This is an optimization exercise on Yosys and OpenROAD, whose aim is small area, not a production implementation. Function was checked by simulation only, so behaviour that the tests miss may differ from the original. In every run shown here, the design's own scripts or RTL, not TritonCTS, make the clock network. The flow treats the clock pin as an ideal source. Dropping or thinning the clock tree relies on that and would not hold on a real chip. Power and IR drop assume default switching activity.

==> flow/design.v <==
module cpu_aoi222(a0, s0, a1, s1, a2, s2, y);
input a0, s0, a1, s1, a2, s2;
output y;
assign y = ~((a0 & s0) | (a1 & s1) | (a2 & s2));
endmodule
module cpu_cmux(bus, s, sel_s, a, seln_n, y);
input bus, s, sel_s, a, seln_n;
output y;
assign y = bus | (s & sel_s) | (~a & ~seln_n);
endmodule
module cpu_addbit(a, b, x, y, ci, s, co);
input a, b, x, y, ci;
output s, co;
wire q = b ? x : y;
assign {co, s} = a + q + ci;
endmodule
module cpu_nor2(a, b, y);
input a, b;
output y;
assign y = ~(a | b);
endmodule
module cpu_nand3(a, b, c, y);
input a, b, c;
output y;
assign y = ~(a & b & c);
endmodule
module cpu_nand2(a, b, y);
input a, b;
output y;
assign y = ~(a & b);
endmodule
module cpu_dec(n, en_r, en_w, rs, we);
input [3:0] n;
input en_r, en_w;
output [15:0] rs, we;
wire [3:0] nn = ~n;
wire [3:0] lo_n, hr_n, hw_n;
genvar j, k;
generate for (j = 0; j < 4; j = j + 1) begin : g_pre
	cpu_nand2 u_lo(.a(j[0] ? n[0] : nn[0]), .b(j[1] ? n[1] : nn[1]), .y(lo_n[j]));
	cpu_nand3 u_hr(.a(j[0] ? n[2] : nn[2]), .b(j[1] ? n[3] : nn[3]), .c(en_r), .y(hr_n[j]));
	cpu_nand3 u_hw(.a(j[0] ? n[2] : nn[2]), .b(j[1] ? n[3] : nn[3]), .c(en_w), .y(hw_n[j]));
end endgenerate
generate for (k = 0; k < 16; k = k + 1) begin : g_out
	cpu_nor2 u_r(.a(hr_n[k/4]), .b(lo_n[k%4]), .y(rs[k]));
	cpu_nor2 u_w(.a(hw_n[k/4]), .b(lo_n[k%4]), .y(we[k]));
end endgenerate
endmodule
module cpu(out, in, clk, reset);
input  [7:0] in;
input        clk, reset;
output [7:0] out;
reg  [7:0] out;
reg  [7:0] reg_a, reg_b, reg_c;
reg  [7:0] mem [0:15];
reg  [3:0] op;      
reg  [3:0] n;       
reg        s1, s0;
wire ex    = ~s1 & ~s0;
wire two_a = s1 & ~s0;
wire two_c = s1 &  s0;
wire [3:0] o = {op[3], op[2], op[1] ^ op[0], op[0]};    
wire [3:0] enc_in = {in[7], in[6], in[5] ^ in[4], in[4]};
wire op_alu = ex & ~o[3] & ~(o[2] & o[1]);       
wire op_add = op_alu & ~(o[2] & o[0]);           
wire op_not = ex & (o == 4'h5);
wire op_lda = ex & (o == 4'h6);
wire op_ldb = ex & (o == 4'h7);
wire op_sti = ex & (o == 4'h8);
wire op_stc = ex & (o == 4'h9);
wire op_ldm = ex & (o == 4'ha);
wire op_outc= ex & (o == 4'hb);
wire op_outm= ex & (o == 4'hc);
wire op_ac  = ex & (o == 4'hd);
wire op_bc  = ex & (o == 4'he);
wire op_nop = ex & (o == 4'hf);
wire add_x = ~op[1];
wire add_y = op[0];
wire cin   = op[2] | op[1];
wire [8:0] c;
wire [7:0] sum;
assign c[0] = cin;
genvar i, b;
generate for (i = 0; i < 8; i = i + 1) begin : g_add
	cpu_addbit u_add(.a(reg_a[i]), .b(reg_b[i]), .x(add_x), .y(add_y),
	                 .ci(c[i]), .s(sum[i]), .co(c[i+1]));
end endgenerate
wire nr = ~reset;
wire sel_in  = nr & (op_lda | op_ldb | op_sti);
wire sel_c   = nr & (op_stc | op_outc | op_ac | op_bc);
wire sel_add = nr & op_add;
wire seln_not = ~(nr & op_not);
wire sel_mem = nr & s1;
wire [15:0] rs, we;
wire wr_mem = op_sti | op_stc;
cpu_dec u_dec(.n(n), .en_r(sel_mem), .en_w(wr_mem), .rs(rs), .we(we));
wire [7:0] bus;
wire [7:0] c_in;
generate for (b = 0; b < 8; b = b + 1) begin : g_bus
	wire [5:0] g;
	for (i = 0; i < 5; i = i + 1) begin : g_m
		cpu_aoi222 u_m(.a0(mem[3*i][b]),   .s0(rs[3*i]),
		               .a1(mem[3*i+1][b]), .s1(rs[3*i+1]),
		               .a2(mem[3*i+2][b]), .s2(rs[3*i+2]), .y(g[i]));
	end
	cpu_aoi222 u_r(.a0(in[b]), .s0(sel_in), .a1(reg_c[b]), .s1(sel_c),
	               .a2(mem[15][b]), .s2(rs[15]), .y(g[5]));
	assign bus[b] = ~&g;
	cpu_cmux u_c(.bus(bus[b]), .s(sum[b]), .sel_s(sel_add), .a(reg_a[b]),
	             .seln_n(seln_not), .y(c_in[b]));
end endgenerate
wire ld_a   = reset | op_lda | op_ac;
wire ld_b   = reset | op_ldb | op_bc;
wire ld_c   = reset | op_alu | two_a;
wire ld_out = reset | two_c | op_sti | op_stc | op_ldm | op_outc | op_outm | op_nop;
wire s1_nx = nr & (op_ldm | op_outm);
wire s0_nx = reset | op_lda | op_ldb | op_sti | op_outm;
always @(posedge clk) begin
	s1 <= s1_nx;
	s0 <= s0_nx;
	op <= enc_in;
	if (!s1_nx)
		n <= in[3:0];
	if (ld_a)   reg_a <= bus;
	if (ld_b)   reg_b <= bus;
	if (ld_c)   reg_c <= c_in;
	if (ld_out) out   <= bus & {8{~wr_mem}};
end
generate for (i = 0; i < 16; i = i + 1) begin : g_mem
	always @(posedge clk)
		if (we[i]) mem[i] <= bus;
end endgenerate
endmodule
==> flow/flow/run.sh <==
#!/bin/bash
# The standard ORFS layout (standard.sh), steered through ORFS's own variables:
#  - port buffers are buf_1 (the smallest buffer) instead of the resizer's pick;
#  - after floorplan, every combinational cell is swapped to the smallest cell
#    of its family (flow/downsize.tcl); later repair steps upsize where needed;
#  - the clock tree is a root clkbuf_8 driving 12 clkbuf_8 leaves, one per
#    cluster of nearby flip-flops (flow/cts_hook.tcl, flow/mycts.tcl), in place
#    of TritonCTS; the rest of the CTS step (legalisation, repair) is ORFS's;
#  - power recovery (downsizing off the critical paths) after global routing.
set -euo pipefail
here=$(pwd)
export BUFFER_PORTS_ARGS="-buffer_cell sky130_fd_sc_hd__buf_1"
export POST_FLOORPLAN_TCL="$here/flow/downsize.tcl"
export PRE_CTS_TCL="$here/flow/cts_hook.tcl"
export RECOVER_POWER=100
bash standard.sh > standard.log 2>&1
==> flow/flow/cts_hook.tcl <==
# Replaces TritonCTS with a two-level tree built by mycts.tcl: the clock port
# drives one root clkbuf_8, which drives 12 clkbuf_8 leaves, each feeding the
# clock pins of one cluster of nearby flip-flops (k-means on their locations).
source [file join [file dirname [info script]] mycts.tcl]
rename clock_tree_synthesis orig_clock_tree_synthesis
proc clock_tree_synthesis {args} {
  mycts_build 12 sky130_fd_sc_hd__clkbuf_8 sky130_fd_sc_hd__clkbuf_8
}
==> flow/flow/downsize.tcl <==
# Swap every combinational cell to the smallest-area cell of its family
# (same name up to the drive-strength suffix); the later repair steps
# upsize again wherever slew, capacitance or timing needs it.
proc ds_family {name} {
  if {[regexp {^(sky130_fd_sc_hd__[a-z0-9]+)_[0-9]+$} $name -> fam]} { return $fam }
  return ""
}
set ds_db [ord::get_db]
set ds_best [dict create]
foreach lib [$ds_db getLibs] {
  foreach m [$lib getMasters] {
    set fam [ds_family [$m getName]]
    if {$fam eq ""} continue
    set lc [get_lib_cells -quiet */[$m getName]]
    if {$lc eq "" || [get_property $lc dont_use]} continue
    set a [expr {[$m getWidth] * [$m getHeight]}]
    if {![dict exists $ds_best $fam] || $a < [lindex [dict get $ds_best $fam] 1]} {
      dict set ds_best $fam [list $m $a]
    }
  }
}
set ds_n 0
foreach inst [[ord::get_db_block] getInsts] {
  set m [$inst getMaster]
  set name [$m getName]
  if {[regexp {df|dl|edf|sdf|conb|tap|fill|decap|clkbuf|clkinv|diode} $name]} continue
  set fam [ds_family $name]
  if {$fam eq "" || ![dict exists $ds_best $fam]} continue
  set best [lindex [dict get $ds_best $fam] 0]
  if {$best ne $m && [lindex [dict get $ds_best $fam] 1] < [$m getWidth] * [$m getHeight]} {
    replace_cell [get_cells [$inst getName]] [get_lib_cells */[$best getName]]
    incr ds_n
  }
}
puts "downsize: swapped $ds_n instances to their family's smallest cell"
==> flow/flow/mycts.tcl <==
proc mycts_build {nleaf leaf_cell root_cell} {
  set block [ord::get_db_block]
  set db [ord::get_db]
  set clknet [$block findNet clk]
  set sinks {}
  foreach it [$clknet getITerms] { lappend sinks $it }
  set n [llength $sinks]
  set xs {}; set ys {}
  foreach it $sinks {
    set bb [[$it getInst] getBBox]
    lappend xs [expr {([$bb xMin] + [$bb xMax]) / 2.0}]
    lappend ys [expr {([$bb yMin] + [$bb yMax]) / 2.0}]
  }
  # k-means, seeded by sorting along a space-filling order
  set idx [lsort -integer -indices [lmap x $xs y $ys {expr {int($x/10000)*1000000 + int($y)}}]]
  set cx {}; set cy {}
  for {set k 0} {$k < $nleaf} {incr k} {
    set j [lindex $idx [expr {int(($k + 0.5) * $n / $nleaf)}]]
    lappend cx [lindex $xs $j]; lappend cy [lindex $ys $j]
  }
  set asg [lrepeat $n 0]
  for {set iter 0} {$iter < 50} {incr iter} {
    # balanced-ish assignment: nearest centre, with a size cap
    set cap [expr {int(ceil(1.15 * $n / $nleaf))}]
    set cnt [lrepeat $nleaf 0]
    set order {}
    for {set i 0} {$i < $n} {incr i} {
      set best 1e30
      for {set k 0} {$k < $nleaf} {incr k} {
        set d [expr {abs([lindex $xs $i]-[lindex $cx $k]) + abs([lindex $ys $i]-[lindex $cy $k])}]
        if {$d < $best} {set best $d}
      }
      lappend order [list $i $best]
    }
    foreach p [lsort -real -decreasing -index 1 $order] {
      set i [lindex $p 0]
      set ds {}
      for {set k 0} {$k < $nleaf} {incr k} {
        lappend ds [list $k [expr {abs([lindex $xs $i]-[lindex $cx $k]) + abs([lindex $ys $i]-[lindex $cy $k])}]]
      }
      foreach kd [lsort -real -index 1 $ds] {
        set k [lindex $kd 0]
        if {[lindex $cnt $k] < $cap} { lset asg $i $k; lset cnt $k [expr {[lindex $cnt $k]+1}]; break }
      }
    }
    set sx [lrepeat $nleaf 0.0]; set sy [lrepeat $nleaf 0.0]
    for {set i 0} {$i < $n} {incr i} {
      set k [lindex $asg $i]
      lset sx $k [expr {[lindex $sx $k] + [lindex $xs $i]}]
      lset sy $k [expr {[lindex $sy $k] + [lindex $ys $i]}]
    }
    for {set k 0} {$k < $nleaf} {incr k} {
      if {[lindex $cnt $k] > 0} {
        lset cx $k [expr {[lindex $sx $k] / [lindex $cnt $k]}]
        lset cy $k [expr {[lindex $sy $k] / [lindex $cnt $k]}]
      }
    }
  }
  set lm [$db findMaster $leaf_cell]
  set src $clknet
  if {$root_cell ne ""} {
    set rm [$db findMaster $root_cell]
    set root [odb::dbInst_create $block $rm clkbuf_root]
    set mx 0.0; set my 0.0
    for {set k 0} {$k < $nleaf} {incr k} { set mx [expr {$mx + [lindex $cx $k]}]; set my [expr {$my + [lindex $cy $k]}] }
    $root setLocation [expr {int($mx/$nleaf)}] [expr {int($my/$nleaf)}]
    $root setPlacementStatus PLACED
    set rnet [odb::dbNet_create $block clknet_root]
    $rnet setSigType CLOCK
    [$root findITerm A] connect $clknet
    [$root findITerm X] connect $rnet
    set src $rnet
  }
  set lnets {}
  for {set k 0} {$k < $nleaf} {incr k} {
    set b [odb::dbInst_create $block $lm clkbuf_leaf_$k]
    $b setLocation [expr {int([lindex $cx $k])}] [expr {int([lindex $cy $k])}]
    $b setPlacementStatus PLACED
    set net [odb::dbNet_create $block clknet_leaf_$k]
    $net setSigType CLOCK
    [$b findITerm A] connect $src
    [$b findITerm X] connect $net
    lappend lnets $net
  }
  for {set i 0} {$i < $n} {incr i} {
    set it [lindex $sinks $i]
    $it disconnect
    $it connect [lindex $lnets [lindex $asg $i]]
  }
  puts "mycts: $n sinks, $nleaf leaves of $leaf_cell, cluster sizes [lsort -integer $cnt]"
}
==> flow/standard.sh <==
#!/bin/bash
# synth_recipe.tcl (not shown) runs the flow's synth.tcl, then flattens the netlist and writes it again
# the make line also repeats each setting of config.mk as NAME=value (left out here)
make -C /OpenROAD-flow-scripts/flow DESIGN_CONFIG=/design/flow/config.mk WORK_HOME=/design/flow/orfs CLKGATE_MAP_FILE= SYNTH_SCRIPT=/design/flow/synth_recipe.tcl "${@:-finish}"
==> flow/config.mk <==
export PLATFORM = sky130hd
export DESIGN_NAME = cpu
export DESIGN_NICKNAME = cpu
export VERILOG_FILES = /design/flow/design.v
export SDC_FILE = /design/flow/constraint.sdc
export NUM_CORES = 4
export LEC_CHECK = 0
export CAP_MARGIN = 20
export CORE_MARGIN = 2
export CORE_UTILIZATION = 55
export SLEW_MARGIN = 20
export SYNTH_HIERARCHICAL = 1
==> flow/constraint.sdc <==
create_clock -name core_clock -period 5.0 [get_ports {clk}]
set_input_delay 1.0000 -clock core_clock [delete_from_list [all_inputs] [get_ports {clk}]]
set_output_delay 1.0000 -clock core_clock [all_outputs]
set_load 0.01 [all_outputs]
==> metrics list, run 1 <==
- DIE WIDTH: 113 um
- The core region is 11500 um^2.
- Count of final max-slew check failures: 0
- Summed over all layers, the global routing overflow is 0.
- Worst reg2reg setup slack: 350 ps
- After clock tree synthesis, the flow added hold-fix buffers numbering 0.
* Yosys warns: 9
* Kind of cell with the highest combined delay on the critical path: adder cells
- Starting density of the core: 57.0%
* Slowest stage cell, crit path: sky130_fd_sc_hd__fa_1
- Counting every instance in the synthesized netlist gives 362.
- Dividing the detail-routed wire length by the instance count gives 25.3 um.
* Antenna violations before repair: 0
- Status: complete, no violations
- The average instance in the mapped netlist occupies 18.1 um^2.
- Unique masters post-synth: 34
* Sum of routed wire segments on met1: 5970 um
- In the post-synthesis netlist, the cell with the most instances is sky130_fd_sc_hd__edfxtp_1.
* Final ANT Viol Nets: 0
- After clock tree synthesis, the setup repair step added 0 buffers.
- After detailed routing, the number of vias per cell comes to 6.64.
- Met2 wire length: 6700 um
- Count of maximum capacitance violations: 0
- Number of cells on the worst hold path: 1
- Setup repair after global routing left no endpoint under its margin.
- Fraction of layout instances using a drive strength above 1: 3.75%
- The commonest cells after synthesis are 164 x sky130_fd_sc_hd__edfxtp_1, 48 x sky130_fd_sc_hd__a222oi_1, 34 x sky130_fd_sc_hd__nor2_1.
- Counting every net in the synthesized netlist gives 384.
- From synthesis to final layout, the design area changed by 5.78%.
- Portion of the clock cycle consumed by the worst path in the final layout: 92.9%
- Min-Delay Path Class: flop to flop
* Critical Path, Cell by Cell: inv_1 -> mux2_1 -> fa_1 -> fa_1 -> fa_1 -> fa_1 -> fa_1 -> fa_1 -> fa_1 -> fa_1 -> a21oi_1 -> o21ai_0
- After clock tree synthesis, the clock-pin slew on the worst setup and hold paths is 100 ps.
* Final weighted congestion of routability-driven global placement: 0.802
- DR WL met3: 856 um
- The via count of the first global-routing pass is 3509.
- In the post-synthesis netlist, the biggest area contributors are sky130_fd_sc_hd__edfxtp_1 75%, sky130_fd_sc_hd__a222oi_1 7.3%, sky130_fd_sc_hd__fa_1 2.4%.
- DRT iter0 DRCs: 615
* Worst max-slew margin expressed relative to the limit: 28.8%
- Async SR Flop Fraction: 0%
- RR Endpoint: reg_c[7]
* Setup tns final: 0 ps
* Final critical path time including I/O delays and setup: 4650 ps
- Number of detailed-route iterations in the first pass: 19
- For the worst setup path, the data required time is 5190 ps.
* Total standard cell area after synthesis: 6560 um^2
* Worst-skew pair later-pin latency: 440 ps
* Tot GR Track Use: 21.6%
- For hold timing, the worst endpoint is reg_c[5].
- Across the VDD grid, the largest voltage drop is 0.000226 V.
- The routed design has 13800 um of wire.
- Post-CTS Resized: 0
- Buffer and inverter count on the worst path: 1
- Number of flops mapped to enable cells by yosys: 164
- Final-report hold violation count: 0
- Share of the synthesized area in the top cell type: 75.0%
- Entering global routing, the biggest net connects 21 pins.
* Post-synth top area cell: sky130_fd_sc_hd__edfxtp_1
- Register-to-Register Path Depth: 12
* Share of the core filled with cells: 60.3%
- Sequential cells were found to cover 76.9% of the synthesized design area.
- For this run, the leading register cell type out of synthesis is sky130_fd_sc_hd__edfxtp_1.
- Count of boundary I/O pins: 18
- Transition time at the pin with the least slew margin: 1070 ps
- Row generation in the floorplan step produced 39 rows.
- Static leakage: 2.23 nW
* Library cell appearing most often on the critical path: sky130_fd_sc_hd__fa_1
- Data arrival time at the worst-slack endpoint: 4830 ps
* Maximum frequency from static timing analysis: 215 MHz
- Finish-stage setup viols: 0
- Critical path peak fanout: 4
* Antenna cell count: 0
- The startpoint identified for the worst hold timing path is reg_a[5].
* PortBufs: 17
- Final Skew: 32.6 ps
* DPL Wire Length: 9310 um
- Die span in y: 113 um
- Routed vias: 3607
- For this run, design rule violations remaining after detail routing come to 0.
* Category of the worst setup path capture point: flop
- STA classifies the critical path startpoint as a flop.
- The die covers 12800 um^2.
- Reg2Reg Launch Point: op[1]
- Routed signal wires occupy layers up through met4.
* Seq cells post-synth: 170
* Biggest cell delay along the critical path: 460 ps
- The first global-routing pass estimated 20800 um of wire.
- The critical path is of the flop to flop type.
- Number of nets at the end of the flow: 424
- Power density cells: 337 nW/um^2
==> state kept, by name, summed over array words and instances, names as in the netlist <==
name   count
mem      128
out        8
reg_a      8
reg_b      8
reg_c      8
n          4
op         4
s0         1
s1         1
==> cell usage in the layout, fill, tap and decap left out <==
cell type / synthesis / final
sky130_fd_sc_hd__nor3_1: 1 / 1
sky130_fd_sc_hd__a31oi_1: 1 / 1
sky130_fd_sc_hd__or2_0: 0 / 1
sky130_fd_sc_hd__ha_1: 4 / 4
sky130_fd_sc_hd__nand2_1: 6 / 6
sky130_fd_sc_hd__o21ai_0: 1 / 9
sky130_fd_sc_hd__a22oi_1: 1 / 1
sky130_fd_sc_hd__clkbuf_1: 0 / 9
sky130_fd_sc_hd__o211a_1: 1 / 2
sky130_fd_sc_hd__mux2_1: 0 / 9
sky130_fd_sc_hd__o211ai_1: 0 / 1
sky130_fd_sc_hd__inv_1: 7 / 7
sky130_fd_sc_hd__buf_1: 0 / 17
sky130_fd_sc_hd__or2_2: 1 / 1
sky130_fd_sc_hd__nand3b_1: 1 / 1
sky130_fd_sc_hd__dfxtp_1: 6 / 6
sky130_fd_sc_hd__nor2_1: 34 / 35
sky130_fd_sc_hd__a22o_1: 1 / 1
sky130_fd_sc_hd__nor2b_1: 9 / 11
sky130_fd_sc_hd__mux2i_1: 2 / 2
sky130_fd_sc_hd__a21oi_1: 10 / 10
sky130_fd_sc_hd__nand3_1: 17 / 18
sky130_fd_sc_hd__a222oi_1: 48 / 48
sky130_fd_sc_hd__a21o_1: 1 / 1
sky130_fd_sc_hd__fa_1: 8 / 8
sky130_fd_sc_hd__mux2_2: 1 / 1
sky130_fd_sc_hd__o21bai_1: 3 / 3
sky130_fd_sc_hd__and4_1: 8 / 8
sky130_fd_sc_hd__edfxtp_1: 164 / 164
sky130_fd_sc_hd__clkbuf_8: 0 / 13
sky130_fd_sc_hd__xor2_1: 1 / 1
==> metrics by stage <==
stage | instances | hold WS (ps) | area, um^2 | worst slack, ps | total power, mW
global placement | 530 | 604 | 6800 | 402 | 1.75
global route | 543 | 658 | 6940 | 113 | 2.43
finish | 543 | 619 | 6940 | 354 | 2.34
detailed placement | 530 | 615 | 6800 | 351 | 1.76
CTS | 543 | 615 | 6980 | 349 | 2.23
floorplan | 362 | 584 | 6560 | 443 | 1.72
==> how the worst max path moves through the flow <==
| stage | startpoint | end | slack [ps] | cells past startpoint |
|---|---|---|---|---|
| floorplan | op[1] | reg_c[7] | 440 | 12 |
| detailed placement | op[1] | reg_c[7] | 350 | 12 |
| CTS | op[1] | reg_c[7] | 350 | 12 |
| global route | op[1] | reg_c[7] | 110 | 12 |
| finish | op[1] | reg_c[7] | 350 | 12 |
| global placement | op[1] | reg_c[7] | 400 | 12 |
==> modules after synthesis, one instance, submodules excluded <==
module | flops+latches | times used | cells | area [um^2]
cpu | 170 | 1 | 234 | 5530
cpu_addbit | 0 | 8 | 2 | 35.0
cpu_dec | 0 | 1 | 4 | 15.0
cpu_aoi222 | 0 | 48 | 1 | 10.0
cpu_cmux | 0 | 8 | 2 | 10.0
cpu_nand3 | 0 | 8 | 1 | 5.00
cpu_nand2 | 0 | 4 | 1 | 3.75
cpu_nor2 | 0 | 32 | 1 | 3.75
==> cells by family after synthesis <==
logic type	Yosys count	synth area share (%)
buffers and inverters	8	0.515
adders and majority gates	12	3.20
AOI/OAI and AO/OA	77	10.2
xor gates and xnor gates	1	0.133
and+or+nand+nor	82	6.56
muxes	12	2.54
DFF	170	76.9
==> layer usage <==
metal / GRT usage, % / vias to the layer above
li1: - / 1611
met1: 32.8 / 1850
met2: 35.5 / 126
met3: 1.82 / 20
met4: 3.33 / 0
met5: 0 / -
==> cell type report <==
class | instances | area [um^2]
flip-flops and latches | 170 | 5040
multi-input cells | 184 | 1420
fillers | 869 | 4570
plain buffers | 13 | 179
inverters | 7 | 26.3
well taps | 143 | 179
repair buffers | 26 | 97.6
==> where the power goes <==
part,internal (mW),switching (mW)
Combinational,0.0378,0.0773
Sequential,1.59,0.0159
Clock,0.232,0.389
Total,1.86,0.482
==> run 2, diff against run 1 <==
--- a/flow/design.v
+++ b/flow/design.v
@@ -50,30 +50,30 @@
 input  [7:0] in;
 input        clk, reset;
 output [7:0] out;
-reg  [7:0] out;
+reg  [7:0] out_q;   
+reg        z;       
+assign out = out_q & {8{~z}};
 reg  [7:0] reg_a, reg_b, reg_c;
 reg  [7:0] mem [0:15];
 reg  [3:0] op;      
 reg  [3:0] n;       
 reg        s1, s0;
-wire ex    = ~s1 & ~s0;
-wire two_a = s1 & ~s0;
-wire two_c = s1 &  s0;
-wire [3:0] o = {op[3], op[2], op[1] ^ op[0], op[0]};    
+wire ex    = ~s0;
+wire two_c = s1;
 wire [3:0] enc_in = {in[7], in[6], in[5] ^ in[4], in[4]};
-wire op_alu = ex & ~o[3] & ~(o[2] & o[1]);       
-wire op_add = op_alu & ~(o[2] & o[0]);           
-wire op_not = ex & (o == 4'h5);
-wire op_lda = ex & (o == 4'h6);
-wire op_ldb = ex & (o == 4'h7);
-wire op_sti = ex & (o == 4'h8);
-wire op_stc = ex & (o == 4'h9);
-wire op_ldm = ex & (o == 4'ha);
-wire op_outc= ex & (o == 4'hb);
-wire op_outm= ex & (o == 4'hc);
-wire op_ac  = ex & (o == 4'hd);
-wire op_bc  = ex & (o == 4'he);
-wire op_nop = ex & (o == 4'hf);
+wire op_alu = ex & ~op[3] & ~(op[2] & (op[1] ^ op[0]));   
+wire op_add = ex & ~op[3] & ~(op[2] & (op[1] | op[0]));   
+wire op_not = ex & (op == 4'b0111);    
+wire op_lda = ex & (op == 4'b0110);    
+wire op_ldb = ex & (op == 4'b0101);    
+wire op_sti = ex & (op == 4'b1000);    
+wire op_stc = ex & (op == 4'b1011);    
+wire op_ldm = ex & (op == 4'b1010);    
+wire op_outc= ex & (op == 4'b1001);    
+wire op_outm= ex & (op == 4'b1100);    
+wire op_ac  = ex & (op == 4'b1111);    
+wire op_bc  = ex & (op == 4'b1110);    
+wire op_nop = ex & (op == 4'b1101);    
 wire add_x = ~op[1];
 wire add_y = op[0];
 wire cin   = op[2] | op[1];
@@ -90,7 +90,7 @@
 wire sel_c   = nr & (op_stc | op_outc | op_ac | op_bc);
 wire sel_add = nr & op_add;
 wire seln_not = ~(nr & op_not);
-wire sel_mem = nr & s1;
+wire sel_mem = nr & (op_ldm | op_outm);
 wire [15:0] rs, we;
 wire wr_mem = op_sti | op_stc;
 cpu_dec u_dec(.n(n), .en_r(sel_mem), .en_w(wr_mem), .rs(rs), .we(we));
@@ -111,20 +111,21 @@
 end endgenerate
 wire ld_a   = reset | op_lda | op_ac;
 wire ld_b   = reset | op_ldb | op_bc;
-wire ld_c   = reset | op_alu | two_a;
-wire ld_out = reset | two_c | op_sti | op_stc | op_ldm | op_outc | op_outm | op_nop;
-wire s1_nx = nr & (op_ldm | op_outm);
-wire s0_nx = reset | op_lda | op_ldb | op_sti | op_outm;
+wire ld_c   = reset | op_alu | op_ldm;
+wire ld_out = op_outc | op_outm;
+wire z_nx   = reset | op_sti | op_stc | op_ldm | op_outm | op_nop | (z & ~two_c & ~op_outc);
+wire s1_nx = nr & op_outm;
+wire s0_nx = reset | op_lda | op_ldb | op_sti | op_ldm | op_outm;
 always @(posedge clk) begin
 	s1 <= s1_nx;
 	s0 <= s0_nx;
 	op <= enc_in;
-	if (!s1_nx)
-		n <= in[3:0];
+	n <= in[3:0];
 	if (ld_a)   reg_a <= bus;
 	if (ld_b)   reg_b <= bus;
 	if (ld_c)   reg_c <= c_in;
-	if (ld_out) out   <= bus & {8{~wr_mem}};
+	if (ld_out) out_q <= bus;
+	z <= z_nx;
 end
 generate for (i = 0; i < 16; i = i + 1) begin : g_mem
 	always @(posedge clk)
--- a/flow/flow/run.sh
+++ b/flow/flow/run.sh
@@ -3,7 +3,7 @@
 #  - port buffers are buf_1 (the smallest buffer) instead of the resizer's pick;
 #  - after floorplan, every combinational cell is swapped to the smallest cell
 #    of its family (flow/downsize.tcl); later repair steps upsize where needed;
-#  - the clock tree is a root clkbuf_8 driving 12 clkbuf_8 leaves, one per
+#  - the clock tree is a root clkbuf_8 driving 10 clkbuf_8 leaves, one per
 #    cluster of nearby flip-flops (flow/cts_hook.tcl, flow/mycts.tcl), in place
 #    of TritonCTS; the rest of the CTS step (legalisation, repair) is ORFS's;
 #  - power recovery (downsizing off the critical paths) after global routing.
==> flow/flow/cts_hook.tcl (replaced) <==
# Replaces TritonCTS with a two-level tree built by mycts.tcl: the clock port
# drives one root clkbuf_8, which drives 10 clkbuf_8 leaves, each feeding the
# clock pins of one cluster of nearby flip-flops (k-means on their locations).
source [file join [file dirname [info script]] mycts.tcl]
rename clock_tree_synthesis orig_clock_tree_synthesis
proc clock_tree_synthesis {args} {
  mycts_build 10 sky130_fd_sc_hd__clkbuf_8 sky130_fd_sc_hd__clkbuf_8
}
==> run 2 against run 1 <==
Clock skew fell by 13 ps. Critical path depth unchanged. Global-route usage increased by 0.23 points. Synthesized cell count rose by 2.8%. Hold slack worse by 87 ps. First-iteration DRC count down 8.0%. Fmax is 2.8% lower. Flip-flop and latch count is 1 higher. Setup slack got worse by 130 ps. Critical path type unchanged. Highest routed layer unchanged.
==> metrics list, run 2 <==
- Adding up every negative setup slack in the final design gives 0 ps.
* Biggest cell delay along the critical path: 470 ps
- The share of synthesized area in the top cell type comes to 73.2%.
- Remaining global-route overflow: 0
- Count of final max-slew check failures: 0
- Ranked by total cell area, the synthesized netlist is headed by sky130_fd_sc_hd__edfxtp_1 73%, sky130_fd_sc_hd__a222oi_1 7.3%, sky130_fd_sc_hd__dfxtp_1 3.4%.
- Critical Path, Cell by Cell: inv_1 -> mux2_1 -> fa_1 -> fa_1 -> fa_1 -> fa_1 -> fa_1 -> fa_1 -> fa_1 -> fa_1 -> a21oi_1 -> o21ai_1
- The first detailed-routing pass took 7 iterations.
- Residual DRC: 0
- Of all nets on the critical path, the largest fanout is 11.
* WP data required: 5170 ps
- Counting flops with a built-in enable in the synthesized netlist gives 160.
- The filler cells instantiated in the layout total 900.
- Tot GR Track Use: 21.8%
- The via count of the first global-routing pass came to 3521.
* Fraction of layout instances using a drive strength above 1: 3.47%
- The floorplan step set the die height to 113 um.
* Drt wl/cell: 25.5 um
- Standard cell area after detailed placement: 6770 um^2
* Async SR Flop Fraction: 0%
- Std cell rows: 39
- Sort of element at the start of the critical path: flop
- Full die area: 12800 um^2
- Clock-pin slew was measured on the worst setup and hold paths at 110 ps.
- For the final database, setup skew stands at 19.7 ps.
- Area of combinational cells with multiple inputs: 1430 um^2
- Synthesis produced 372 cells.
* Sequential cell area in the final layout: 5020 um^2
- Least setup slack across all paths after layout: 221 ps
- The initial utilization of the core area, before any placement, comes to 57.0%.
* Final critical path time including I/O delays and setup: 4780 ps
- Pre-CTS setup slack: 215 ps
- Summing over every cut layer, the via total after detailed routing is 3565.
- After routing the design area is 6910 um^2.
* Status: complete, no violations
* DRT iter0 DRCs: 566
- IR Drop Worst-Case VDD: 0.000208 V
* Final ANT Viol Nets: 0
- The analysis attributes to cell leakage a power of 2.18 nW.
- The share of total power dissipated in combinational logic is 5.1%.
* Buffer and inverter count on the worst path: 1
- DPL Wire Length: 9280 um
- At the end of routability-driven placement, the weighted congestion stood at 0.895.
- Total Wirelength: 13900 um
- Start-to-end type of the worst setup path: flop to flop
* Nets in the synthesized netlist: 394
- Most frequent standard cell in the layout excluding fill and tap cells: sky130_fd_sc_hd__edfxtp_1
* PortBufs: 17
- For this run, the leading register cell type out of synthesis is sky130_fd_sc_hd__edfxtp_1.
- Largest register FFs: 128
- Min-Delay Path Class: flop to flop
- Commonest non-fill, non-tap cells in the layout: 160 x sky130_fd_sc_hd__edfxtp_1, 48 x sky130_fd_sc_hd__a222oi_1, 37 x sky130_fd_sc_hd__nor2_1
- Seq cells post-synth: 171
- Final-report hold violation count: 0
- In this run the post-CTS setup repair buffer count came out at 0.
- The internal power of the cells totals 1.83 mW.
* Maximum frequency from static timing analysis: 209 MHz
* Post-synth top area cell: sky130_fd_sc_hd__edfxtp_1
* DIE WIDTH: 113 um
* Worst max-slew margin expressed relative to the limit: 38.2%
- Compared with the post-synthesis result, the final layout area differs by 5.20%.
- Worst-skew pair later-pin latency: 410 ps
- The floorplan step defined a core boundary enclosing 11500 um^2.
* Finish-stage setup viols: 0
- Data arrival time at the worst-slack endpoint: 4950 ps
* Most frequent cell after synthesis: sky130_fd_sc_hd__edfxtp_1
- Hold bufs inserted after CTS: 0
* Slowest stage cell, crit path: sky130_fd_sc_hd__fa_1
* Count of maximum capacitance violations: 0
- For this design the ratio of total power to cell area is 332 nW/um^2.
* Antenna cell count: 0
- At the end of the flow, the number of nets in the layout was 427.
- The clock network burns 24.8% of the power.
* Category of the worst setup path capture point: flop
- Setup repair after global routing left no endpoint under its margin.
* Detail-routed via count per cell: 6.53
* Mean instance size in the synthesized netlist: 17.6 um^2
- Entering global routing, the biggest net connects 21 pins.
- In this run switching power makes up 20.4% of total power.
* Unique masters post-synth: 33
- Count of boundary I/O pins: 18
- Total standard cell area after synthesis: 6570 um^2
- In this design, the largest share of critical-path delay is due to adder cells.
- Post-CTS repair changed the size of 0 cells.
- Counting flops per register, the top entry is mem.
- Library cell appearing most often on the critical path: sky130_fd_sc_hd__fa_1
* Part of the total power dissipated in sequential elements: 70.0%
- Portion of the post-synthesis area used by sequential elements: 76.5%
- Portion of the clock cycle consumed by the worst path in the final layout: 95.6%
- Net Switching: 0.468 mW
- The Yosys step of the flow raised 9 warnings.
* Antenna violations before repair: 0
- The commonest cells after synthesis are 160 x sky130_fd_sc_hd__edfxtp_1, 48 x sky130_fd_sc_hd__a222oi_1, 37 x sky130_fd_sc_hd__nor2_1.
- For the pin with the worst max-slew slack, the measured transition is 920 ps.
* First-pass GRT wire length: 21100 um
## run 2: cell types whose count changed after synthesis, sizes merged, moves of 3 or more
cell | before | now
nor3 | 1 | 5
nand2b | 0 | 3
edfxtp | 164 | 160
dfxtp | 6 | 11
## run 2: worst reg2reg max path, cell delays in order (launching register included)
cell and delay (ps):
sky130_fd_sc_hd__dfxtp_1 370, sky130_fd_sc_hd__inv_1 170, sky130_fd_sc_hd__mux2_1 360, sky130_fd_sc_hd__fa_1 390, sky130_fd_sc_hd__fa_1 420, sky130_fd_sc_hd__fa_1 420, sky130_fd_sc_hd__fa_1 430, sky130_fd_sc_hd__fa_1 430
sky130_fd_sc_hd__fa_1 430, sky130_fd_sc_hd__fa_1 430, sky130_fd_sc_hd__fa_1 470, sky130_fd_sc_hd__a21oi_1 140, sky130_fd_sc_hd__o21ai_1 90
## run 2: through the flow
step / util (%) / power, mW / hold WS (ps) / instances
after global placement: 58.8 / 1.75 / 514 / 535
after detailed placement: 58.8 / 1.76 / 522 / 535
after CTS: 60.1 / 2.19 / 522 / 546
after global routing: 60.0 / 2.39 / 583 / 546
after floorplan: - / 1.72 / 492 / 372
final: 60.0 / 2.29 / 532 / 546
## run 2: cell families (layout without fill, tap and decap cells)
group,Yosys count,in the layout,synth area share (%)
xor+xnor,1,1,0.133
fa+ha+maj,12,12,3.20
flops,171,171,76.5
simple gates,88,88,6.90
compound gates,77,77,10.0
mux,11,11,2.29
buf+inv,12,43,0.934
## run 2: per-module statistics from Yosys (local to each module, per instance)
module	times used	flops+latches
cpu_nand3	8	0
cpu_nor2	32	0
cpu_nand2	4	0
cpu_aoi222	48	0
cpu	1	171
cpu_cmux	8	0
cpu_addbit	8	0
cpu_dec	1	0
## run 2: path summary, 6_finish.rpt
check,start,to,slack (ps),cells past startpoint
worst max-delay path,op[1],reg_c[7],220,12
worst min-delay path,s1,z,530,2
worst max register to register,op[1],reg_c[7],220,12
worst min register to register,s1,z,530,2
## run 2: cell type report
type,count,area share (%)
Buffer,11,2.19
Inverter,9,0.489
Tap cell,143,2.59
Timing Repair Buffer,23,1.25
Multi-Input combinational cell,189,20.7
Sequential cell,171,72.8
## run 2: power by group through the flow
stage	clock network, mW	registers, mW	logic (mW)
6_report	0.569	1.61	0.118
5_1_grt	0.644	1.61	0.132
4_1_cts	0.432	1.64	0.120
3_5_place_dp	0	1.64	0.119
3_3_place_gp	0	1.64	0.117
2_1_floorplan	0	1.63	0.0880
## run 2: routing by layer
metal | vias up | share of wire (%) | GRT usage [%]
li1 | 1609 | - | -
met1 | 1817 | 43 | 32.3
met2 | 124 | 50 | 36.5
met3 | 15 | 5.7 | 2.30
met4 | 0 | 1.6 | 3.09
met5 | - | 0 | 0
==> run 3, diff against run 2 <==
--- a/flow/design.v
+++ b/flow/design.v
@@ -13,6 +13,11 @@
 output s, co;
 wire q = b ? x : y;
 assign {co, s} = a + q + ci;
+endmodule
+module cpu_xor2(a, b, y);
+input a, b;
+output y;
+assign y = a ^ b;
 endmodule
 module cpu_nor2(a, b, y);
 input a, b;
@@ -61,7 +66,9 @@
 wire ex    = ~s0;
 wire two_c = s1;
 wire [3:0] enc_in = {in[7], in[6], in[5] ^ in[4], in[4]};
-wire op_alu = ex & ~op[3] & ~(op[2] & (op[1] ^ op[0]));   
+wire o1;                                                   
+cpu_xor2 u_o1(.a(op[1]), .b(op[0]), .y(o1));
+wire op_alu = ex & ~op[3] & ~(op[2] & o1);                
 wire op_add = ex & ~op[3] & ~(op[2] & (op[1] | op[0]));   
 wire op_not = ex & (op == 4'b0111);    
 wire op_lda = ex & (op == 4'b0110);    
==> run 3 against run 2 <==
Sequential power is essentially flat. Critical endpoint unchanged. Die area grew 0.14%. Utilization shrank 0.20 points. Cell count grew 0.37%.
==> metrics list, run 3 <==
- Status: complete, no violations
- Hold bufs inserted after CTS: 0
- Final-report hold violation count: 0
- Detailed routing inserted a total of 3629 vias.
* Final ANT Viol Nets: 0
* PortBufs: 17
- The worst setup path is captured at a flop.
- IR Drop Worst-Case VDD: 0.000194 V
* Tot GR Track Use: 21.8%
- The initial utilization of the core area, before any placement, comes to 56.9%.
* Most frequently used flop master after synthesis: sky130_fd_sc_hd__edfxtp_1
- Based on the critical path, the design can be clocked at up to 211 MHz.
- Dividing the detail-routed wire length by the instance count gives 25.4 um.
* Sort of element at the start of the critical path: flop
- At the end of the flow, the number of nets in the layout was 425.
- After layout, the worst path uses 94.6% of the clock period.
- In this run the tightest slew margin relative to its limit is 20.7%.
* Final Skew: 34.7 ps
- The initial antenna violation count was 0.
* Full die area: 12800 um^2
- The register with the most flip-flops in the final layout is mem.
- Count of boundary I/O pins: 18
- Post-synth top cells: 160 x sky130_fd_sc_hd__edfxtp_1, 48 x sky130_fd_sc_hd__a222oi_1, 33 x sky130_fd_sc_hd__nor2_1
- The repair_antennas step left the layout with diodes totalling 0.
* Final critical path time including I/O delays and setup: 4730 ps
* Commonest non-fill, non-tap cells in the layout: 160 x sky130_fd_sc_hd__edfxtp_1, 48 x sky130_fd_sc_hd__a222oi_1, 34 x sky130_fd_sc_hd__nor2_1
- Wires add up to 13900 um.
- Routability-driven placement finished with a final weighted congestion of 0.838.
* Seq cells post-synth: 171
- The register with the most flip-flops in the layout has 128 of them.
* Mean instance size in the synthesized netlist: 17.8 um^2
- In the post-synthesis netlist, the biggest area contributors are sky130_fd_sc_hd__edfxtp_1 73%, sky130_fd_sc_hd__a222oi_1 7.3%, sky130_fd_sc_hd__dfxtp_1 3.3%.
- The post-route netlist has 3.21% of its cells at a drive strength greater than 1.
- From left edge to right edge, the die measures 113 um.
* Nets in the synthesized netlist: 388
- In this run, the number of DRC markers left after iteration 0 of detailed routing was 554.
- In this run the standard cell core region covers 11600 um^2.
- Unique masters post-synth: 36
* Residual DRC: 0
- Detail-routed via count per cell: 6.62
* Worst reg2reg setup slack: 270 ps
- Dividing total power by cell area gives a power density of 335 nW/um^2.
* Data arrival time at the worst-slack endpoint: 4920 ps
- Total standard cell area after synthesis: 6580 um^2
- Largest net degree at the start of global routing: 21
- Detailed placement ended at an HPWL of 9450 um.
- Number of global-route vias before repair: 3537
* Worst-skew pair later-pin latency: 440 ps
- For the pin with the worst max-slew slack, the measured transition is 1190 ps.
* Most frequent standard cell in the layout excluding fill and tap cells: sky130_fd_sc_hd__edfxtp_1
- Finish-stage setup viols: 0
- Once the clock tree was built, the setup fixing pass inserted 0 buffers.
- Setup repair after global routing missed its margin: no
* Post-synth top area cell: sky130_fd_sc_hd__edfxtp_1
* Post-synthesis instance total: 370
- WHS: 553 ps
- The first detailed-routing pass ran for 6 iterations.
* Static leakage: 2.17 nW
- Min-Delay Path Class: flop to flop
- Die span in y: 113 um
* Setup tns final: 0 ps
- Std cell rows: 39
- The worst setup path is of the flop to flop kind.
- Relative to the synthesized area, the layout overhead comes to 5.14%.
- WP data required: 5200 ps
* Most frequent cell after synthesis: sky130_fd_sc_hd__edfxtp_1
- Max-cap violations in this run came to 0.
- Counting flops with a built-in enable in the synthesized netlist gives 160.
- For this run, the number of Yosys warnings is 9.
* Async SR Flop Fraction: 0%
- After global routing the overflow that remains totals 0.
- Portion of the post-synthesis area used by sequential elements: 76.4%
- The share of synthesized area in the top cell type comes to 73.1%.
- First-pass GRT wire length: 21000 um
* Count of final max-slew check failures: 0
* Critical path peak fanout: 8
- Clock-pin slew was measured on the worst setup and hold paths at 120 ps.
- Post-CTS Resized: 0
## run 3: routing by layer
metal	global-route usage, %	up-vias	part of all wire (%)
met5	0	-	0
met4	4.31	0	2.1
met3	1.82	21	6.0
met2	35.4	120	48
met1	33.1	1869	44
li1	-	1619	-
## run 3: metrics by stage
step	power, mW	area, um^2	utilization [%]	cells	worst slack [ps]
floorplan	1.73	6580	-	370	277
global placement	1.76	6800	58.8	537	385
detailed placement	1.77	6800	58.8	537	270
CTS	2.20	6950	60.1	548	270
global route	2.40	6910	59.8	548	52.4
finish	2.31	6910	59.8	548	272
## run 3: kinds of logic after synthesis
logic type | share of synthesized area, %
simple gates | 7.59
buf+inv | 0.932
fa+ha+maj | 2.44
flops | 76.4
xor+xnor | 1.05
mux | 1.98
compound gates | 9.59
## run 3: cell type report
type	count	area, um^2
Fill cell	888	4650
Buffer	11	151
Timing Repair Buffer	28	113
Sequential cell	171	5020
Multi-Input combinational cell	188	1420
Inverter	7	26.3
Tap cell	143	179
## run 3: per-module statistics from Yosys, one instance, submodules excluded
module / times used / area, um^2 / flops+latches / cells inside
cpu: 1 / 5540 / 171 / 241
cpu_aoi222: 48 / 10.0 / 0 / 1
cpu_nor2: 32 / 3.75 / 0 / 1
cpu_dec: 1 / 15.0 / 0 / 4
cpu_xor2: 1 / 8.76 / 0 / 1
cpu_cmux: 8 / 10.0 / 0 / 2
cpu_addbit: 8 / 35.0 / 0 / 2
cpu_nand2: 4 / 3.75 / 0 / 1
cpu_nand3: 8 / 5.00 / 0 / 1
## run 3: worst paths after layout
path                            start        to  cells past startpoint
worst min register to register     s1         z                      3
worst min-delay path               s1         z                      3
worst max register to register  op[1]  reg_c[7]                     12
worst max-delay path            op[1]  reg_c[7]                     12
## run 3: report_power, final
group          internal, mW  total (mW)  switching [mW]
Sequential             1.59        1.61          0.0157
Combinational        0.0398       0.121          0.0809
Clock                 0.199       0.587           0.388
## run 3: worst max-delay path, cell delays in order (launching register included)
cell and delay [ps]:
sky130_fd_sc_hd__dfxtp_1 350, sky130_fd_sc_hd__inv_1 120, sky130_fd_sc_hd__mux2_1 330, sky130_fd_sc_hd__fa_1 390, sky130_fd_sc_hd__fa_1 430, sky130_fd_sc_hd__fa_1 440
sky130_fd_sc_hd__fa_1 440, sky130_fd_sc_hd__fa_1 430, sky130_fd_sc_hd__fa_1 420, sky130_fd_sc_hd__fa_1 430, sky130_fd_sc_hd__fa_1 470, sky130_fd_sc_hd__a21oi_1 150
sky130_fd_sc_hd__o21ai_1 90
==> run 4, diff against run 3 <==
--- a/flow/config.mk
+++ b/flow/config.mk
@@ -8,5 +8,6 @@
 export CAP_MARGIN = 20
 export CORE_MARGIN = 2
 export CORE_UTILIZATION = 55
+export GPL_TIMING_DRIVEN = 0
 export SLEW_MARGIN = 20
 export SYNTH_HIERARCHICAL = 1
==> run 4 against run 3 <==
Still clean. Clock skew decreased by 17 ps. Critical path depth increased by 1. Sequential share of layout area about the same. Setup slack got worse by 14 ps. Combinational power about the same. Synthesized area unchanged. Flip-flop and latch count unchanged. Clock power decreased by 1%. Critical path type unchanged. Critical endpoint unchanged. Largest cell class unchanged.
==> metrics list, run 4 <==
- Counting instances in the post-synthesis netlist gives the leading cell types as 160 x sky130_fd_sc_hd__edfxtp_1, 48 x sky130_fd_sc_hd__a222oi_1, 33 x sky130_fd_sc_hd__nor2_1.
* Starting density of the core: 56.9%
- Maximum frequency from static timing analysis: 211 MHz
* DIE WIDTH: 113 um
- Worst-skew pair later-pin latency: 440 ps
- Setup repair after global routing left no endpoint under its margin.
* Hold bufs inserted after CTS: 0
- Clock-pin slew was measured on the worst setup and hold paths at 90 ps.
- Global routing consumed, over all layers together, 21.6% of the routing resources.
* Antenna violations before repair: 0
* Most frequent standard cell in the layout excluding fill and tap cells: sky130_fd_sc_hd__edfxtp_1
- The detailed router finished its first iteration with 519 violations.
- At the placement stage, the worst setup path has a slack of -407 ps.
- For this run, the leading register cell type out of synthesis is sky130_fd_sc_hd__edfxtp_1.
* Async SR Flop Fraction: 0%
- Compared with the post-synthesis result, the final layout area differs by 5.10%.
- The detailed router placed 3527 vias in this run.
* Worst max-slew margin expressed relative to the limit: 33.3%
- Post-synthesis instance total: 370
* Power density cells: 335 nW/um^2
* Number of detailed-route iterations in the first pass: 9
- Final-report hold violation count: 0
* Count of boundary I/O pins: 18
* Portion of the post-synthesis area used by sequential elements: 76.4%
* Min-Delay Path Class: flop to flop
- Of the cells placed in the final design, the portion with a size suffix greater than 1 is 4.76%.
- Port buffering added 17 buffers.
* Synth top area cells: sky130_fd_sc_hd__edfxtp_1 73%, sky130_fd_sc_hd__a222oi_1 7.3%, sky130_fd_sc_hd__dfxtp_1 3.3%
- Count of final max-slew check failures: 0
- Once detail routing completed, the nets flagged for antenna violations numbered 0.
- Summing all non-filler instances in the final layout gives an area of 6910 um^2.
* IR Drop Worst-Case VDD: 0.000205 V
- Transition time at the pin with the least slew margin: 993 ps
* Finish-stage setup viols: 0
- Std cell rows: 39
* Number of flops mapped to enable cells by yosys: 160
- Entering global routing, the biggest net connects 21 pins.
- Full die area: 12800 um^2
- Fin cells: 542
* Final critical path time including I/O delays and setup: 4740 ps
* Most frequent cell after synthesis: sky130_fd_sc_hd__edfxtp_1
- Count of maximum capacitance violations: 0
* Share of the synthesized area in the top cell type: 73.1%
* # placed instances: 530
* Yosys warns: 9
- Final weighted congestion of routability-driven global placement: 0.804
- Critical path peak fanout: 10
- Dividing the detail-routed wire length by the instance count gives 25.2 um.
- Largest register FFs: 128
- Hold is met by 531 ps.
- The analysis attributes to cell leakage a power of 2.16 nW.
- In the post-route analysis, the smallest setup slack over all paths is 258 ps.
* Start-to-end type of the worst setup path: flop to flop
* Final Skew: 17.6 ps
- Sort of element at the start of the critical path: flop
- Portion of the clock cycle consumed by the worst path in the final layout: 94.8%
* Unique masters post-synth: 36
* Number of nets at the end of the flow: 419
- Seq cells post-synth: 171
* Standard cell area after detailed placement: 6730 um^2
- DPL Wire Length: 8730 um
* Remaining global-route overflow: 0
- Core area: 11600 um^2
- The number of antenna diodes in the final layout is 0.
* Post-synth top area cell: sky130_fd_sc_hd__edfxtp_1
* Category of the worst setup path capture point: flop
- Die span in y: 113 um
* First-pass GRT wire length: 20700 um
- The average instance in the mapped netlist occupies 17.8 um^2.
* Number of global-route vias before repair: 3403
* Commonest non-fill, non-tap cells in the layout: 160 x sky130_fd_sc_hd__edfxtp_1, 48 x sky130_fd_sc_hd__a222oi_1, 34 x sky130_fd_sc_hd__nor2_1
- Residual DRC: 0
- Register with the highest flop count: mem
* Status: complete, no violations
- The final layout contains routed wiring with a total length of 13700 um.
- Using the TritonRoute via totals, the vias-per-cell ratio works out to 6.51.
- STA puts the critical path data arrival time at 4920 ps.
- The number of nets in the synthesized netlist is 388.
* Total standard cell area after synthesis: 6580 um^2
- At the worst endpoint, the required time is 5180 ps.
## run 4: path summary, 6_finish.rpt
path         start        to  slack, ps  cells after the start
min reg2reg     s1         z        530                      3
max          op[1]  reg_c[7]        260                     13
max reg2reg  op[1]  reg_c[7]        260                     13
min             s1         z        530                      3
## run 4: metal layers
| layer | wire length (um) | share of wire, % | up-vias | track usage, % |
|---|---|---|---|---|
| met2 | 6160 | 45 | 119 | 33.2 |
| met4 | 206 | 1.5 | 0 | 3.33 |
| met5 | 0 | 0 | - | 0 |
| li1 | - | - | 1613 | - |
| met3 | 917 | 6.7 | 15 | 1.87 |
| met1 | 6370 | 47 | 1780 | 34.9 |
## run 4: modules after synthesis, one instance, submodules excluded
module | cell area (um^2) | times used | cells | flip-flops and latches
cpu | 5540 | 1 | 241 | 171
cpu_addbit | 35.0 | 8 | 2 | 0
cpu_aoi222 | 10.0 | 48 | 1 | 0
cpu_cmux | 10.0 | 8 | 2 | 0
cpu_dec | 15.0 | 1 | 4 | 0
cpu_nand2 | 3.75 | 4 | 1 | 0
cpu_nand3 | 5.00 | 8 | 1 | 0
cpu_nor2 | 3.75 | 32 | 1 | 0
cpu_xor2 | 8.76 | 1 | 1 | 0
## run 4: kinds of logic (layout without fill, tap and decap cells)
logic type,after synthesis,after routing,synth area share (%)
AOI/OAI and AO/OA,74,74,9.59
xor gates and xnor gates,7,7,1.05
muxes,9,9,1.98
adders and majority gates,8,8,2.44
DFF,171,171,76.4
and+or+nand+nor,90,90,7.59
buffers and inverters,11,40,0.932
## run 4: layout make-up
class,instances,area (um^2)
Sequential cell,171,5030
Fill cell,878,4650
Tap cell,143,179
Timing Repair Buffer,18,71.3
Buffer,15,178
Multi-Input combinational cell,188,1430
Inverter,7,30.0
## run 4: report_power, final
group	leakage, nW	internal, mW	total (mW)	switching [mW]
logic	0.484	0.0420	0.124	0.0818
registers	1.59	1.59	1.61	0.0166
clock network	0.0791	0.198	0.580	0.382
total	2.16	1.83	2.31	0.480
## run 4: through the flow
step / utilization, % / total power [mW] / TNS, ps
final: 59.8 / 2.31 / 0
after global placement: 58.2 / 1.76 / -377
after floorplan: - / 1.73 / 0
after CTS: 59.7 / 2.20 / 0
after detailed placement: 58.2 / 1.76 / -412
after global routing: 59.8 / 2.39 / 0
## run 4: timing repair
item                                    in CTS  in global routing
setup buffers                                1                  0
endpoints found under the setup margin       2                  1
gates resized for setup                      5                  3
## run 4: worst max-delay path, stage by stage, from the launching register on
cell and delay, ps:
sky130_fd_sc_hd__dfxtp_2 390, sky130_fd_sc_hd__buf_6 160, sky130_fd_sc_hd__clkinvlp_4 90, sky130_fd_sc_hd__mux2_1 310, sky130_fd_sc_hd__fa_2 360, sky130_fd_sc_hd__fa_2 390, sky130_fd_sc_hd__fa_2 380, sky130_fd_sc_hd__fa_1 420
sky130_fd_sc_hd__fa_1 440, sky130_fd_sc_hd__fa_1 430, sky130_fd_sc_hd__fa_1 440, sky130_fd_sc_hd__fa_1 460, sky130_fd_sc_hd__a21oi_1 140, sky130_fd_sc_hd__o21ai_1 100
==> run 5, diff against run 4 <==
--- a/flow/config.mk
+++ b/flow/config.mk
@@ -7,7 +7,6 @@
 export LEC_CHECK = 0
 export CAP_MARGIN = 20
 export CORE_MARGIN = 2
-export CORE_UTILIZATION = 55
-export GPL_TIMING_DRIVEN = 0
+export CORE_UTILIZATION = 50
 export SLEW_MARGIN = 20
 export SYNTH_HIERARCHICAL = 1
==> run 5 against run 4 <==
Sequential share of layout area shrank 0.46 points. Global-route usage shrank 2.0 points. Total power shrank 0.13%. Hold slack gained 47 ps. Via count grew 3.0%. Cell count grew 6.5%. Critical path type unchanged. Critical endpoint unchanged. Largest cell class unchanged.
==> metrics list, run 5 <==
- The register with the most flip-flops in the layout has 128 of them.
- Summing every instance area after synthesis gives 6580 um^2.
- Routed vias: 3632
* Status: complete, no violations
* Start-to-end type of the worst setup path: flop to flop
* Post-CTS Resized: 0
- Hold timing on the final database bottoms out at a slack of 578 ps.
* Clock input transition at the sequential cells of the worst setup and hold paths: 110 ps
- Drt wl/cell: 23.9 um
- After detailed routing, the number of vias per cell comes to 6.29.
- Pre-CTS setup slack: 275 ps
- Setup total negative slack on the finished layout was measured at 0 ps.
* Count of boundary I/O pins: 18
- The most common cell in the synthesized netlist is sky130_fd_sc_hd__edfxtp_1.
* Synth top area cells: sky130_fd_sc_hd__edfxtp_1 73%, sky130_fd_sc_hd__a222oi_1 7.3%, sky130_fd_sc_hd__dfxtp_1 3.3%
* Worst max-slew margin expressed relative to the limit: 25.8%
* First-pass GRT wire length: 21100 um
* Portion of the post-synthesis area used by sequential elements: 76.4%
- Mean instance size in the synthesized netlist: 17.8 um^2
- Synthesis instantiated 36 different standard cells from the library.
- Tot GR Track Use: 19.6%
* Worst-skew pair later-pin latency: 450 ps
- The die covers 14100 um^2.
* Number of global-route vias before repair: 3546
- Setup repair after global routing missed its margin: no
* Static leakage: 2.17 nW
- Once detail routing completed, the nets flagged for antenna violations numbered 0.
- Finish-stage setup viols: 0
- Hold bufs inserted after CTS: 0
- Synthesis produced a netlist with a net count of 388.
- IR Drop Worst-Case VDD: 0.000165 V
- Entering global routing, the biggest net connects 21 pins.
- Critical path peak fanout: 8
* Transition time at the pin with the least slew margin: 1110 ps
* Final-report hold violation count: 0
- Final critical path time including I/O delays and setup: 4710 ps
* Antenna violations before repair: 0
- Share of the core filled with cells: 54.7%
- More flip-flops sit in one register than any other, and that register is mem.
* Most frequent standard cell in the layout excluding fill and tap cells: sky130_fd_sc_hd__edfxtp_1
- The floorplan has 41 rows.
* Number of detailed-route iterations in the first pass: 5
* Final weighted congestion of routability-driven global placement: 0.812
- Number of nets at the end of the flow: 425
- In this run the biggest area consumer among cell types represents 73.1% of the synthesized area.
- Seq cells post-synth: 171
* Yosys warns: 9
- The final-report max-slew violation count was 0.
- Antenna cell count: 0
- In this run, placement finished with an instance count of 566.
* Starting density of the core: 51.7%
* Min-Delay Path Class: flop to flop
* Sequential cell area in the final layout: 5020 um^2
- Leaving out fill and tap cells, the most frequent cells in the layout are 160 x sky130_fd_sc_hd__edfxtp_1, 48 x sky130_fd_sc_hd__a222oi_1, 34 x sky130_fd_sc_hd__nor2_1.
* Final Skew: 37.4 ps
- Portion of the clock cycle consumed by the worst path in the final layout: 94.3%
- Of the cells placed in the final design, the portion with a size suffix greater than 1 is 3.46%.
* Post-synth top area cell: sky130_fd_sc_hd__edfxtp_1
* Area delta synth->final: 5.75%
- Fin cells: 577
- Core area: 12700 um^2
- On the critical path, the stage with the largest delay is an instance of sky130_fd_sc_hd__fa_1.
- Final instance area: 6950 um^2
- Register-to-Register Path Depth: 12
* Post-synth top cells: 160 x sky130_fd_sc_hd__edfxtp_1, 48 x sky130_fd_sc_hd__a222oi_1, 33 x sky130_fd_sc_hd__nor2_1
- On the worst path, the slowest cell contributes a delay of 460 ps.
* Remaining global-route overflow: 0
* Power density cells: 332 nW/um^2
- The tool flagged a number of max-cap violations equal to 0.
- Sort of element at the start of the critical path: flop
- DIE WIDTH: 119 um
- Standard cell area after detailed placement: 6830 um^2
- The worst hold path was traced through 3 stages.
* Most frequently used flop master after synthesis: sky130_fd_sc_hd__edfxtp_1
- In the routed design, unresolved DRC markers number 0.
* WP data required: 5180 ps
- For this block, the routed nets add up to 13800 um of wire.
- Die span in y: 119 um
- Post-synthesis instance total: 370
- Critical Path, Cell by Cell: inv_1 -> mux2_1 -> fa_1 -> fa_1 -> fa_1 -> fa_1 -> fa_1 -> fa_1 -> fa_1 -> fa_1 -> a21oi_1 -> o21ai_1
- Least setup slack across all paths after layout: 286 ps
* Number of buffers inserted by post-CTS setup repair: 0
* Category of the worst setup path capture point: flop
* DPL Wire Length: 9080 um
* Async SR Flop Fraction: 0%
- Worst reg2reg setup slack: 290 ps
- Maximum frequency from static timing analysis: 212 MHz
- Fill cells in the final layout number 1033.
* Library cell appearing most often on the critical path: sky130_fd_sc_hd__fa_1
* Overall power consumption: 2.31 mW
- At the worst endpoint, the arrival time is 4900 ps.
- Counting flops with a built-in enable in the synthesized netlist gives 160.
- Area of combinational cells with multiple inputs: 1420 um^2
* DRT iter0 DRCs: 616
* PortBufs: 17
[run 5: kinds of logic (layout without fill, tap and decap cells)]
kind of cell,count (synthesis),in the layout,synth area share [%]
flops,171,171,76.4
buf+inv,11,46,0.932
simple gates,90,90,7.59
mux,9,9,1.98
compound gates,74,74,9.59
xor+xnor,7,7,1.05
fa+ha+maj,8,8,2.44
[run 5: layout make-up]
cell class / instances / area share [%]
sequential: 171 / 72.3
tap: 172 / 3.10
inverter: 7 / 0.378
multi-input combinational: 188 / 20.4
timing repair buffer: 28 / 1.67
buffer: 11 / 2.18
[run 5: metal layers]
layer  GRT usage [%]  up-vias  wire length (um)
met3            1.79       25              1050
met2            31.0      156              6530
met1            29.8     1835              5810
li1                -     1616                 -
met4            4.76        0               376
met5               0        -                 0
[run 5: modules after synthesis, one instance, submodules excluded]
| module | copies in the design | area (um^2) | flip-flops and latches | cells inside |
|---|---|---|---|---|
| cpu_nor2 | 32 | 3.75 | 0 | 1 |
| cpu_xor2 | 1 | 8.76 | 0 | 1 |
| cpu_dec | 1 | 15.0 | 0 | 4 |
| cpu_nand3 | 8 | 5.00 | 0 | 1 |
| cpu_addbit | 8 | 35.0 | 0 | 2 |
| cpu | 1 | 5540 | 171 | 241 |
| cpu_cmux | 8 | 10.0 | 0 | 2 |
| cpu_nand2 | 4 | 3.75 | 0 | 1 |
| cpu_aoi222 | 48 | 10.0 | 0 | 1 |
[run 5: path summary, 6_finish.rpt]
kind	start	endpoint
worst max-delay path	op[1]	reg_c[7]
worst min-delay path	s1	z
worst max register to register	op[1]	reg_c[7]
worst min register to register	s1	z
[run 5: worst max-delay path, delay by kind of cell, from the launching register on]
family / cells / cell delay (ps)
buf+inv: 1 / 110
flops: 1 / 340
compound gates: 2 / 240
fa+ha+maj: 8 / 3420
mux: 1 / 350
[run 5: power by group]
| part | leakage, nW | switching [mW] | internal [mW] |
|---|---|---|---|
| Clock | 0.0791 | 0.383 | 0.198 |
| Sequential | 1.59 | 0.0158 | 1.59 |
| Combinational | 0.499 | 0.0807 | 0.0403 |

==> what the ideal ports hide <==
The results above use ideal ports. As a check the final layouts listed here were re-extracted and re-timed, cells and wires unchanged.
Step 1 (the two cells are an assumption about what drives the block):
set clk [get_ports {clk}]
set_driving_cell -lib_cell sky130_fd_sc_hd__clkbuf_16 $clk
set_driving_cell -lib_cell sky130_fd_sc_hd__buf_2 [delete_from_list [all_inputs] $clk]
Step 2 also shifts input and output timing later by t, the mid clock arrival at the registers, as if the neighbouring blocks saw the same clock.
Slacks: no drivers / after step 1 / after step 2; pairs: no drivers / after step 1.
run	t (ns)	setup slack, ns	latest minus earliest clock arrival (ns)	worst register clock-pin slew, ns
run 1	0.461	0.354 / 0.354 / 0.354	0.033 / 0.033	0.10 / 0.10
run 2	0.437	0.221 / 0.221 / 0.221	0.020 / 0.020	0.11 / 0.11
run 3	0.453	0.272 / 0.272 / 0.255	0.034 / 0.034	0.12 / 0.12
run 4	0.466	0.258 / 0.258 / 0.258	0.018 / 0.018	0.11 / 0.11
run 5	0.461	0.286 / 0.286 / 0.286	0.037 / 0.038	0.12 / 0.12
After both steps setup and hold are still met in every run listed. The setup slack of run 3, which loses most, moves by 0.000 ns with the drivers and by -0.017 ns with both steps.
